This design comes from an exercise in tuning for small area and a short achievable clock period on the open sky130 flow, not from production work.
At most, simulation tests tie the RTL to the original design; equivalence was not proved.
No activity file was given, so power comes from the tool's default toggle rates.

==> run a: inputs <==
==> flow/design.v (excerpt) <==
module bolt_exec (
    input  logic        clk,
    input  logic        rst,      
    input  logic [31:0] instr,    
    input  logic [31:0] rs1,      
    input  logic [31:0] rs2,      
    input  logic [31:0] pc,       
    output logic [31:0] result,   
    output logic [31:0] next_pc,  
    output logic        branch,   
    output logic        reg_wr,   
    output logic        mem_wr,   
    output logic        mem_rd    
);
    logic [6:0] op;
    logic [2:0] f3;
    logic [6:0] f7;
    assign op = instr[6:0];
    assign f3 = instr[14:12];
    assign f7 = instr[31:25];
    logic op03, op13, op17, op23, op33, op37, op63, op67, op6f, op1b, op3b;
    assign op03 = (op == 7'h03);
    assign op13 = (op == 7'h13);
    assign op17 = (op == 7'h17);
    assign op23 = (op == 7'h23);
    assign op33 = (op == 7'h33);
    assign op37 = (op == 7'h37);
    assign op63 = (op == 7'h63);
    assign op67 = (op == 7'h67);
    assign op6f = (op == 7'h6F);
    assign op1b = (op == 7'h1B);
    assign op3b = (op == 7'h3B);
    logic i31, f7z, f7s;
    assign i31 = instr[31];
    assign f7z = (f7 == 7'h00);
    assign f7s = (f7 == 7'h20);
    logic use_rs2, is_s, sub;
    assign use_rs2 = op[5] & (op[4] | (op[6] & ~op[2]));
    assign is_s    = ~op[6] & op[5] & ~op[4];
    assign sub     = (op[6] & ~op[2]) | (op[4] & ~f3[2] & f3[1]) | (op[4] & op[5] & instr[30]);
    logic [31:0] bv, bx, ap, ag, sum;
    logic        cout;
    assign bv = use_rs2 ? rs2 : {{20{i31}}, instr[31:25], is_s ? instr[11:7] : instr[24:20]};
    assign bx = bv ^ {32{sub}};
    assign ap = rs1 ^ bx;    
    assign ag = rs1 & bx;    
  ...
clock: 6.5 ns
lec_check: 0
abc_area: 1
cap_margin: 20
core_margin: 2
core_utilization: 40
hold_slack_margin: 0
setup_slack_margin: 2.0
slew_margin: 20
buffer_ports_args: -buffer_cell sky130_fd_sc_hd__buf_1
standard.sh (not shown) runs the stock make flow with config.mk's settings and CLKGATE_MAP_FILE= SYNTH_SCRIPT=/design/flow/synth_recipe.tcl, a recipe that flattens the netlist after the stock synthesis.
==> flow/flow/run.sh <==
#!/bin/bash
# Layout flow: the standard layout (standard.sh), with two changes to how the
# cells are chosen:
#  - the full and half adder cells are not used, so Yosys does not pre-map adder
#    bits to them and abc maps the whole datapath itself;
#  - the buffer that buffer_ports puts on every input and output port is buf_1.
# Every tool's full output goes to standard.log (make) and the ORFS logs under orfs/logs.
set -euo pipefail
cat >> config.mk <<'CFG'
export DONT_USE_CELLS += sky130_fd_sc_hd__fa_1 sky130_fd_sc_hd__fa_2 sky130_fd_sc_hd__fa_4 sky130_fd_sc_hd__ha_1 sky130_fd_sc_hd__ha_2 sky130_fd_sc_hd__ha_4
export BUFFER_PORTS_ARGS = -buffer_cell sky130_fd_sc_hd__buf_1
CFG
bash standard.sh > standard.log 2>&1
==> inputs of run b, as changes to run a <==
--- a/flow/design.v
+++ b/flow/design.v
@@ -510,15 +510,16 @@
     logic i31, f7z, f7s;
     assign i31 = instr[31];
     assign f7z = (f7 == 7'h00);
     assign f7s = (f7 == 7'h20);
     logic use_rs2, is_s, sub;
     assign use_rs2 = op[5] & (op[4] | (op[6] & ~op[2]));
     assign is_s    = ~op[6] & op[5] & ~op[4];
-    assign sub     = (op[6] & ~op[2]) | (op[4] & ~f3[2] & f3[1]) | (op[4] & op[5] & instr[30]);
+    assign sub     = (op[6] & ~op[2]) | (op[4] & ~f3[2] & f3[1])
+                   | (op[4] & op[5] & ~f3[2] & ~f3[1] & ~f3[0] & instr[30]);
     logic [31:0] bv, bx, ap, ag, sum;
     logic        cout;
     assign bv = use_rs2 ? rs2 : {{20{i31}}, instr[31:25], is_s ? instr[11:7] : instr[24:20]};
     assign bx = bv ^ {32{sub}};
     assign ap = rs1 ^ bx;    
     assign ag = rs1 & bx;    
     logic [31:0] aG;
==> flow/config.mk (replaced) <==
export PLATFORM = sky130hd
export DESIGN_NAME = bolt_exec
export DESIGN_NICKNAME = bolt_exec
export VERILOG_FILES = /design/flow/design.v
export SDC_FILE = /design/flow/constraint.sdc
export NUM_CORES = 4
export LEC_CHECK = 0
export ABC_AREA = 1
export CAP_MARGIN = 20
export CORE_MARGIN = 2
export CORE_UTILIZATION = 60
export CTS_BUF_LIST = sky130_fd_sc_hd__clkbuf_4 sky130_fd_sc_hd__clkbuf_8
export HOLD_SLACK_MARGIN = 0
export SETUP_SLACK_MARGIN = 2.0
export SLEW_MARGIN = 20
export DONT_USE_CELLS += sky130_fd_sc_hd__fa_1 sky130_fd_sc_hd__fa_2 sky130_fd_sc_hd__fa_4 sky130_fd_sc_hd__ha_1 sky130_fd_sc_hd__ha_2 sky130_fd_sc_hd__ha_4
export BUFFER_PORTS_ARGS = -buffer_cell sky130_fd_sc_hd__buf_1
==> notes <==
Between run b and run a, the lower wire length is in run b (gap 1.5%, measured against run a).
Of run a and run b, run a has the higher sequential share of layout area (gap 0.055 points).
In run a the total power is larger than in run b, by 4.0%.
Worst hold slack: run a is better than run b (2.3 ps).
Worst setup slack: run a is better than run b (260 ps).
In flip-flop and latch count, run b and run a do not differ.
Sequential power is about the same in run a and run b.
Clock skew is the same in run a and run b.
Between run b and run a, the lower first-iteration DRC count is in run a (gap 96%, measured against run a).
Between run a and run b, the lower area after synthesis is in run a (gap 1.1%, measured against run b).


==> inputs of v5 <==
Another version of the RTL of bolt_exec (not shown whole).
==> flow/config.mk <==
export PLATFORM = sky130hd
export DESIGN_NAME = bolt_exec
export DESIGN_NICKNAME = bolt_exec
export VERILOG_FILES = /design/flow/design.v
export SDC_FILE = /design/flow/constraint.sdc
export NUM_CORES = 4
export LEC_CHECK = 0
export ABC_AREA = 1
export CAP_MARGIN = 20
export CORE_MARGIN = 2
export CORE_UTILIZATION = 40
export HOLD_SLACK_MARGIN = 0
export SETUP_SLACK_MARGIN = 2.8
export SLEW_MARGIN = 20
export DONT_USE_CELLS += sky130_fd_sc_hd__fa_1 sky130_fd_sc_hd__fa_2 sky130_fd_sc_hd__fa_4 sky130_fd_sc_hd__ha_1 sky130_fd_sc_hd__ha_2 sky130_fd_sc_hd__ha_4
export BUFFER_PORTS_ARGS = -buffer_cell sky130_fd_sc_hd__buf_1
==> flow/constraint.sdc <==
create_clock -name core_clock -period 6.5 [get_ports {clk}]
set_input_delay 1.3000 -clock core_clock [delete_from_list [all_inputs] [get_ports {clk}]]
set_output_delay 1.3000 -clock core_clock [all_outputs]
set_load 0.01 [all_outputs]
Scripts as last shown in full above: flow/flow/run.sh
==> inputs of v7, as changes to v5 <==
--- a/flow/design.v
+++ b/flow/design.v
@@ -473,208 +473,10 @@
     assign G[26] = g9_26;
     assign G[27] = g7_27;
     assign G[28] = g9_28;
     assign G[29] = g8_29;
 endmodule
-module pfx_cmp (
-    input  logic [31:0] g,
-    input  logic [31:0] p,
-    output logic [31:0] G
-);
-    wire g1_1 = g[1] | (p[1] & g[0]);
-    wire p1_1 = p[1] & p[0];
-    wire g1_3 = g[3] | (p[3] & g[2]);
-    wire p1_3 = p[3] & p[2];
-    wire g1_5 = g[5] | (p[5] & g[4]);
-    wire p1_5 = p[5] & p[4];
-    wire g1_7 = g[7] | (p[7] & g[6]);
-    wire p1_7 = p[7] & p[6];
-    wire g1_9 = g[9] | (p[9] & g[8]);
-    wire p1_9 = p[9] & p[8];
-    wire g1_11 = g[11] | (p[11] & g[10]);
-    wire p1_11 = p[11] & p[10];
-    wire g1_13 = g[13] | (p[13] & g[12]);
-    wire p1_13 = p[13] & p[12];
-    wire g1_15 = g[15] | (p[15] & g[14]);
-    wire p1_15 = p[15] & p[14];
-    wire g1_17 = g[17] | (p[17] & g[16]);
-    wire p1_17 = p[17] & p[16];
-    wire g1_19 = g[19] | (p[19] & g[18]);
-    wire p1_19 = p[19] & p[18];
-    wire g1_21 = g[21] | (p[21] & g[20]);
-    wire p1_21 = p[21] & p[20];
-    wire g1_23 = g[23] | (p[23] & g[22]);
-    wire p1_23 = p[23] & p[22];
-    wire g1_25 = g[25] | (p[25] & g[24]);
-    wire p1_25 = p[25] & p[24];
-    wire g1_27 = g[27] | (p[27] & g[26]);
-    wire p1_27 = p[27] & p[26];
-    wire g1_29 = g[29] | (p[29] & g[28]);
-    wire p1_29 = p[29] & p[28];
-    wire g1_31 = g[31] | (p[31] & g[30]);
-    wire p1_31 = p[31] & p[30];
-    wire g2_2 = g[2] | (p[2] & g1_1);
-    wire p2_2 = p[2] & p1_1;
-    wire g2_3 = g1_3 | (p1_3 & g1_1);
-    wire p2_3 = p1_3 & p1_1;
-    wire g2_6 = g[6] | (p[6] & g1_5);
-    wire p2_6 = p[6] & p1_5;
-    wire g2_7 = g1_7 | (p1_7 & g1_5);
-    wire p2_7 = p1_7 & p1_5;
-    wire g2_10 = g[10] | (p[10] & g1_9);
-    wire p2_10 = p[10] & p1_9;
-    wire g2_11 = g1_11 | (p1_11 & g1_9);
-    wire p2_11 = p1_11 & p1_9;
-    wire g2_14 = g[14] | (p[14] & g1_13);
-    wire p2_14 = p[14] & p1_13;
-    wire g2_15 = g1_15 | (p1_15 & g1_13);
-    wire p2_15 = p1_15 & p1_13;
-    wire g2_18 = g[18] | (p[18] & g1_17);
-    wire p2_18 = p[18] & p1_17;
-    wire g2_19 = g1_19 | (p1_19 & g1_17);
-    wire p2_19 = p1_19 & p1_17;
-    wire g2_22 = g[22] | (p[22] & g1_21);
-    wire p2_22 = p[22] & p1_21;
-    wire g2_23 = g1_23 | (p1_23 & g1_21);
-    wire p2_23 = p1_23 & p1_21;
-    wire g2_26 = g[26] | (p[26] & g1_25);
-    wire p2_26 = p[26] & p1_25;
-    wire g2_27 = g1_27 | (p1_27 & g1_25);
-    wire p2_27 = p1_27 & p1_25;
-    wire g2_30 = g[30] | (p[30] & g1_29);
-    wire p2_30 = p[30] & p1_29;
-    wire g2_31 = g1_31 | (p1_31 & g1_29);
-    wire p2_31 = p1_31 & p1_29;
-    wire g3_4 = g[4] | (p[4] & g2_3);
-    wire p3_4 = p[4] & p2_3;
-    wire g3_5 = g1_5 | (p1_5 & g2_3);
-    wire p3_5 = p1_5 & p2_3;
-    wire g3_6 = g2_6 | (p2_6 & g2_3);
-    wire p3_6 = p2_6 & p2_3;
-    wire g3_7 = g2_7 | (p2_7 & g2_3);
-    wire p3_7 = p2_7 & p2_3;
-    wire g3_12 = g[12] | (p[12] & g2_11);
-    wire p3_12 = p[12] & p2_11;
-    wire g3_13 = g1_13 | (p1_13 & g2_11);
-    wire p3_13 = p1_13 & p2_11;
-    wire g3_14 = g2_14 | (p2_14 & g2_11);
-    wire p3_14 = p2_14 & p2_11;
-    wire g3_15 = g2_15 | (p2_15 & g2_11);
-    wire p3_15 = p2_15 & p2_11;
-    wire g3_20 = g[20] | (p[20] & g2_19);
-    wire p3_20 = p[20] & p2_19;
-    wire g3_21 = g1_21 | (p1_21 & g2_19);
-    wire p3_21 = p1_21 & p2_19;
-    wire g3_22 = g2_22 | (p2_22 & g2_19);
-    wire p3_22 = p2_22 & p2_19;
-    wire g3_23 = g2_23 | (p2_23 & g2_19);
-    wire p3_23 = p2_23 & p2_19;
-    wire g3_28 = g[28] | (p[28] & g2_27);
-    wire p3_28 = p[28] & p2_27;
-    wire g3_29 = g1_29 | (p1_29 & g2_27);
-    wire p3_29 = p1_29 & p2_27;
-    wire g3_30 = g2_30 | (p2_30 & g2_27);
-    wire p3_30 = p2_30 & p2_27;
-    wire g3_31 = g2_31 | (p2_31 & g2_27);
-    wire p3_31 = p2_31 & p2_27;
-    wire g4_8 = g[8] | (p[8] & g3_7);
-    wire p4_8 = p[8] & p3_7;
-    wire g4_9 = g1_9 | (p1_9 & g3_7);
-    wire p4_9 = p1_9 & p3_7;
-    wire g4_10 = g2_10 | (p2_10 & g3_7);
-    wire p4_10 = p2_10 & p3_7;
-    wire g4_11 = g2_11 | (p2_11 & g3_7);
-    wire p4_11 = p2_11 & p3_7;
-    wire g4_12 = g3_12 | (p3_12 & g3_7);
-    wire p4_12 = p3_12 & p3_7;
-    wire g4_13 = g3_13 | (p3_13 & g3_7);
-    wire p4_13 = p3_13 & p3_7;
-    wire g4_14 = g3_14 | (p3_14 & g3_7);
-    wire p4_14 = p3_14 & p3_7;
-    wire g4_15 = g3_15 | (p3_15 & g3_7);
-    wire p4_15 = p3_15 & p3_7;
-    wire g4_24 = g[24] | (p[24] & g3_23);
-    wire p4_24 = p[24] & p3_23;
-    wire g4_25 = g1_25 | (p1_25 & g3_23);
-    wire p4_25 = p1_25 & p3_23;
-    wire g4_26 = g2_26 | (p2_26 & g3_23);
-    wire p4_26 = p2_26 & p3_23;
-    wire g4_27 = g2_27 | (p2_27 & g3_23);
-    wire p4_27 = p2_27 & p3_23;
-    wire g4_28 = g3_28 | (p3_28 & g3_23);
-    wire p4_28 = p3_28 & p3_23;
-    wire g4_29 = g3_29 | (p3_29 & g3_23);
-    wire p4_29 = p3_29 & p3_23;
-    wire g4_30 = g3_30 | (p3_30 & g3_23);
-    wire p4_30 = p3_30 & p3_23;
-    wire g4_31 = g3_31 | (p3_31 & g3_23);
-    wire p4_31 = p3_31 & p3_23;
-    wire g5_16 = g[16] | (p[16] & g4_15);
-    wire p5_16 = p[16] & p4_15;
-    wire g5_17 = g1_17 | (p1_17 & g4_15);
-    wire p5_17 = p1_17 & p4_15;
-    wire g5_18 = g2_18 | (p2_18 & g4_15);
-    wire p5_18 = p2_18 & p4_15;
-    wire g5_19 = g2_19 | (p2_19 & g4_15);
-    wire p5_19 = p2_19 & p4_15;
-    wire g5_20 = g3_20 | (p3_20 & g4_15);
-    wire p5_20 = p3_20 & p4_15;
-    wire g5_21 = g3_21 | (p3_21 & g4_15);
-    wire p5_21 = p3_21 & p4_15;
-    wire g5_22 = g3_22 | (p3_22 & g4_15);
-    wire p5_22 = p3_22 & p4_15;
-    wire g5_23 = g3_23 | (p3_23 & g4_15);
-    wire p5_23 = p3_23 & p4_15;
-    wire g5_24 = g4_24 | (p4_24 & g4_15);
-    wire p5_24 = p4_24 & p4_15;
-    wire g5_25 = g4_25 | (p4_25 & g4_15);
-    wire p5_25 = p4_25 & p4_15;
-    wire g5_26 = g4_26 | (p4_26 & g4_15);
-    wire p5_26 = p4_26 & p4_15;
-    wire g5_27 = g4_27 | (p4_27 & g4_15);
-    wire p5_27 = p4_27 & p4_15;
-    wire g5_28 = g4_28 | (p4_28 & g4_15);
-    wire p5_28 = p4_28 & p4_15;
-    wire g5_29 = g4_29 | (p4_29 & g4_15);
-    wire p5_29 = p4_29 & p4_15;
-    wire g5_30 = g4_30 | (p4_30 & g4_15);
-    wire p5_30 = p4_30 & p4_15;
-    wire g5_31 = g4_31 | (p4_31 & g4_15);
-    wire p5_31 = p4_31 & p4_15;
-    assign G[0] = g[0];
-    assign G[1] = g1_1;
-    assign G[2] = g2_2;
-    assign G[3] = g2_3;
-    assign G[4] = g3_4;
-    assign G[5] = g3_5;
-    assign G[6] = g3_6;
-    assign G[7] = g3_7;
-    assign G[8] = g4_8;
-    assign G[9] = g4_9;
-    assign G[10] = g4_10;
-    assign G[11] = g4_11;
-    assign G[12] = g4_12;
-    assign G[13] = g4_13;
-    assign G[14] = g4_14;
-    assign G[15] = g4_15;
-    assign G[16] = g5_16;
-    assign G[17] = g5_17;
-    assign G[18] = g5_18;
-    assign G[19] = g5_19;
-    assign G[20] = g5_20;
-    assign G[21] = g5_21;
-    assign G[22] = g5_22;
-    assign G[23] = g5_23;
-    assign G[24] = g5_24;
-    assign G[25] = g5_25;
-    assign G[26] = g5_26;
-    assign G[27] = g5_27;
-    assign G[28] = g5_28;
-    assign G[29] = g5_29;
-    assign G[30] = g5_30;
-    assign G[31] = g5_31;
-endmodule
 module bolt_exec (
     input  logic        clk,
     input  logic        rst,      
     input  logic [31:0] instr,    
     input  logic [31:0] rs1,      
@@ -710,31 +512,26 @@
     assign f7z = (f7 == 7'h00);
     assign f7s = (f7 == 7'h20);
     logic use_rs2, is_s, sub;
     assign use_rs2 = op[5] & (op[4] | (op[6] & ~op[2]));
     assign is_s    = ~op[6] & op[5] & ~op[4];
-    assign sub     = (op[4] & ~f3[2] & f3[1]) | (op[4] & op[5] & instr[30]);
+    assign sub     = (op[6] & ~op[2]) | (op[4] & ~f3[2] & f3[1])
+                   | (op[4] & op[5] & ~f3[2] & ~f3[1] & ~f3[0] & instr[30]);
     logic [31:0] bv, bx, ap, ag, sum;
     logic        cout;
     assign bv = use_rs2 ? rs2 : {{20{i31}}, instr[31:25], is_s ? instr[11:7] : instr[24:20]};
     assign bx = bv ^ {32{sub}};
     assign ap = rs1 ^ bx;    
     assign ag = rs1 & bx;    
     logic [31:0] aG;
     pfx_main u_add (.g({ag[31:1], ag[0] | (ap[0] & sub)}), .p(ap), .G(aG));
     assign sum  = ap ^ {aG[30:0], sub};
     assign cout = aG[31];
-    logic ltu, lts;          
+    logic ltu, lts, eq;
     assign ltu = ~cout;
     assign lts = ltu ^ rs1[31] ^ bv[31];
-    logic [31:0] bxe, bG;
-    logic bltu, blts, beq;
-    assign bxe  = rs1 ^ rs2;
-    pfx_cmp u_cmp (.g(bxe & rs2), .p(~bxe), .G(bG));
-    assign bltu = bG[31];
-    assign blts = bltu ^ rs1[31] ^ rs2[31];
-    assign beq  = ~|bxe;
+    assign eq  = &ap;        
     logic        left;
     logic [31:0] shin, sho;
     logic [4:0]  sh;
     assign left = ~f3[2];
     assign sh   = bv[4:0];
@@ -758,11 +555,11 @@
     logic [29:0] iG;
     assign pc4[1:0] = pc[1:0];
     pfx_inc u_inc (.g({29'd0, pc[2]}), .p(pc[31:2]), .G(iG));
     assign pc4[31:2] = pc[31:2] ^ {iG[28:0], 1'b1};
     logic cond, taken;
-    assign cond  = f3[2] ? ((f3[1] ? bltu : blts) ^ f3[0]) : (~f3[1] & (beq ^ f3[0]));
+    assign cond  = f3[2] ? ((f3[1] ? ltu : lts) ^ f3[0]) : (~f3[1] & (eq ^ f3[0]));
     assign taken = op63 & cond;
     logic alu_i, r_ok;
     logic s_sum, s_shl, s_shr, s_slt, s_sltu, s_xor, s_or, s_and, s_tgt, s_lui, s_pc4, s_hold;
     assign alu_i = op13 | op33;
     assign r_ok  = op13 | f7z;    
==> flow/flow/run.sh (replaced) <==
#!/bin/bash
# Layout flow: the standard layout (standard.sh), with two changes to how the
# cells are chosen:
#  - the full and half adder cells are not used, so Yosys does not pre-map adder
#    bits to them and abc maps the whole datapath itself;
#  - the buffer that buffer_ports puts on every input and output port is buf_2.
# Every tool's full output goes to standard.log (make) and the ORFS logs under orfs/logs.
set -euo pipefail
cat >> config.mk <<'CFG'
export DONT_USE_CELLS += sky130_fd_sc_hd__fa_1 sky130_fd_sc_hd__fa_2 sky130_fd_sc_hd__fa_4 sky130_fd_sc_hd__ha_1 sky130_fd_sc_hd__ha_2 sky130_fd_sc_hd__ha_4
export BUFFER_PORTS_ARGS = -buffer_cell sky130_fd_sc_hd__buf_2
CFG
bash standard.sh > standard.log 2>&1
--- a/flow/config.mk
+++ b/flow/config.mk
@@ -8,9 +8,9 @@
 export ABC_AREA = 1
 export CAP_MARGIN = 20
 export CORE_MARGIN = 2
 export CORE_UTILIZATION = 40
 export HOLD_SLACK_MARGIN = 0
-export SETUP_SLACK_MARGIN = 2.8
+export SETUP_SLACK_MARGIN = 2.0
 export SLEW_MARGIN = 20
 export DONT_USE_CELLS += sky130_fd_sc_hd__fa_1 sky130_fd_sc_hd__fa_2 sky130_fd_sc_hd__fa_4 sky130_fd_sc_hd__ha_1 sky130_fd_sc_hd__ha_2 sky130_fd_sc_hd__ha_4
-export BUFFER_PORTS_ARGS = -buffer_cell sky130_fd_sc_hd__buf_1
+export BUFFER_PORTS_ARGS = -buffer_cell sky130_fd_sc_hd__buf_2
==> inputs of v26, as changes to v5 <==
--- a/flow/design.v
+++ b/flow/design.v
@@ -708,12 +708,12 @@
     logic i31, f7z, f7s;
     assign i31 = instr[31];
     assign f7z = (f7 == 7'h00);
     assign f7s = (f7 == 7'h20);
     logic use_rs2, is_s, sub;
-    assign use_rs2 = op[5] & (op[4] | (op[6] & ~op[2]));
-    assign is_s    = ~op[6] & op[5] & ~op[4];
+    assign use_rs2 = op[5] & op[4];
+    assign is_s    = ~op[6] & op[5];
     assign sub     = (op[4] & ~f3[2] & f3[1]) | (op[4] & op[5] & instr[30]);
     logic [31:0] bv, bx, ap, ag, sum;
     logic        cout;
     assign bv = use_rs2 ? rs2 : {{20{i31}}, instr[31:25], is_s ? instr[11:7] : instr[24:20]};
     assign bx = bv ^ {32{sub}};
--- a/flow/config.mk
+++ b/flow/config.mk
@@ -7,10 +7,12 @@
 export LEC_CHECK = 0
 export ABC_AREA = 1
 export CAP_MARGIN = 20
 export CORE_MARGIN = 2
 export CORE_UTILIZATION = 40
+export CTS_BUF_LIST = sky130_fd_sc_hd__clkbuf_8
 export HOLD_SLACK_MARGIN = 0
+export PLACE_DENSITY = 0.85
 export SETUP_SLACK_MARGIN = 2.8
 export SLEW_MARGIN = 20
 export DONT_USE_CELLS += sky130_fd_sc_hd__fa_1 sky130_fd_sc_hd__fa_2 sky130_fd_sc_hd__fa_4 sky130_fd_sc_hd__ha_1 sky130_fd_sc_hd__ha_2 sky130_fd_sc_hd__ha_4
 export BUFFER_PORTS_ARGS = -buffer_cell sky130_fd_sc_hd__buf_1
==> summary of the runs <==
Of v7 and v5, v5 has the higher via count (gap 14%, measured against v5).
Clock power, lowest first: v26, v7, v5.
Sequential cell count is the same in v7 and v26.
Of v7 and v5, v5 has the higher utilization (gap 4.9 points).
Function not checked in v5: the RTL went through the layout flow alone.

-- port drivers added, routing unchanged --
Ports are ideal in the flow. The routed layouts listed here were re-timed in OpenROAD. Step 1 assumes that a clkbuf_16 drives the clock port and a buf_2 every other input. Step 2 also shifts input and output timing later by t, the mid clock arrival at the registers, as if the neighbouring blocks saw the same clock. a / b / c = no drivers / after step 1 / after step 2; a / b = the first two.
run	t (ns)	slack for setup (ns)	worst setup path after step 2	slew at the worst register clock pin (ns)	pins driven straight from the clock port
run a	0.402	2.103 / 2.134 / 1.732	input to register	0.07 / 0.07	1
run b	0.431	1.838 / 1.857 / 1.426	input to register	0.10 / 0.10	1
v5	0.403	2.802 / 2.794 / 2.391	input to register	0.07 / 0.07	1
v7	0.391	2.114 / 2.123 / 1.732	input to register	0.07 / 0.07	1
v26	0.440	2.719 / 2.739 / 2.300	input to register	0.12 / 0.12	1
After both steps every run listed still meets setup and hold. For v26, which loses most, drivers alone change the setup slack by +0.020 ns; drivers and shift together by -0.419 ns.
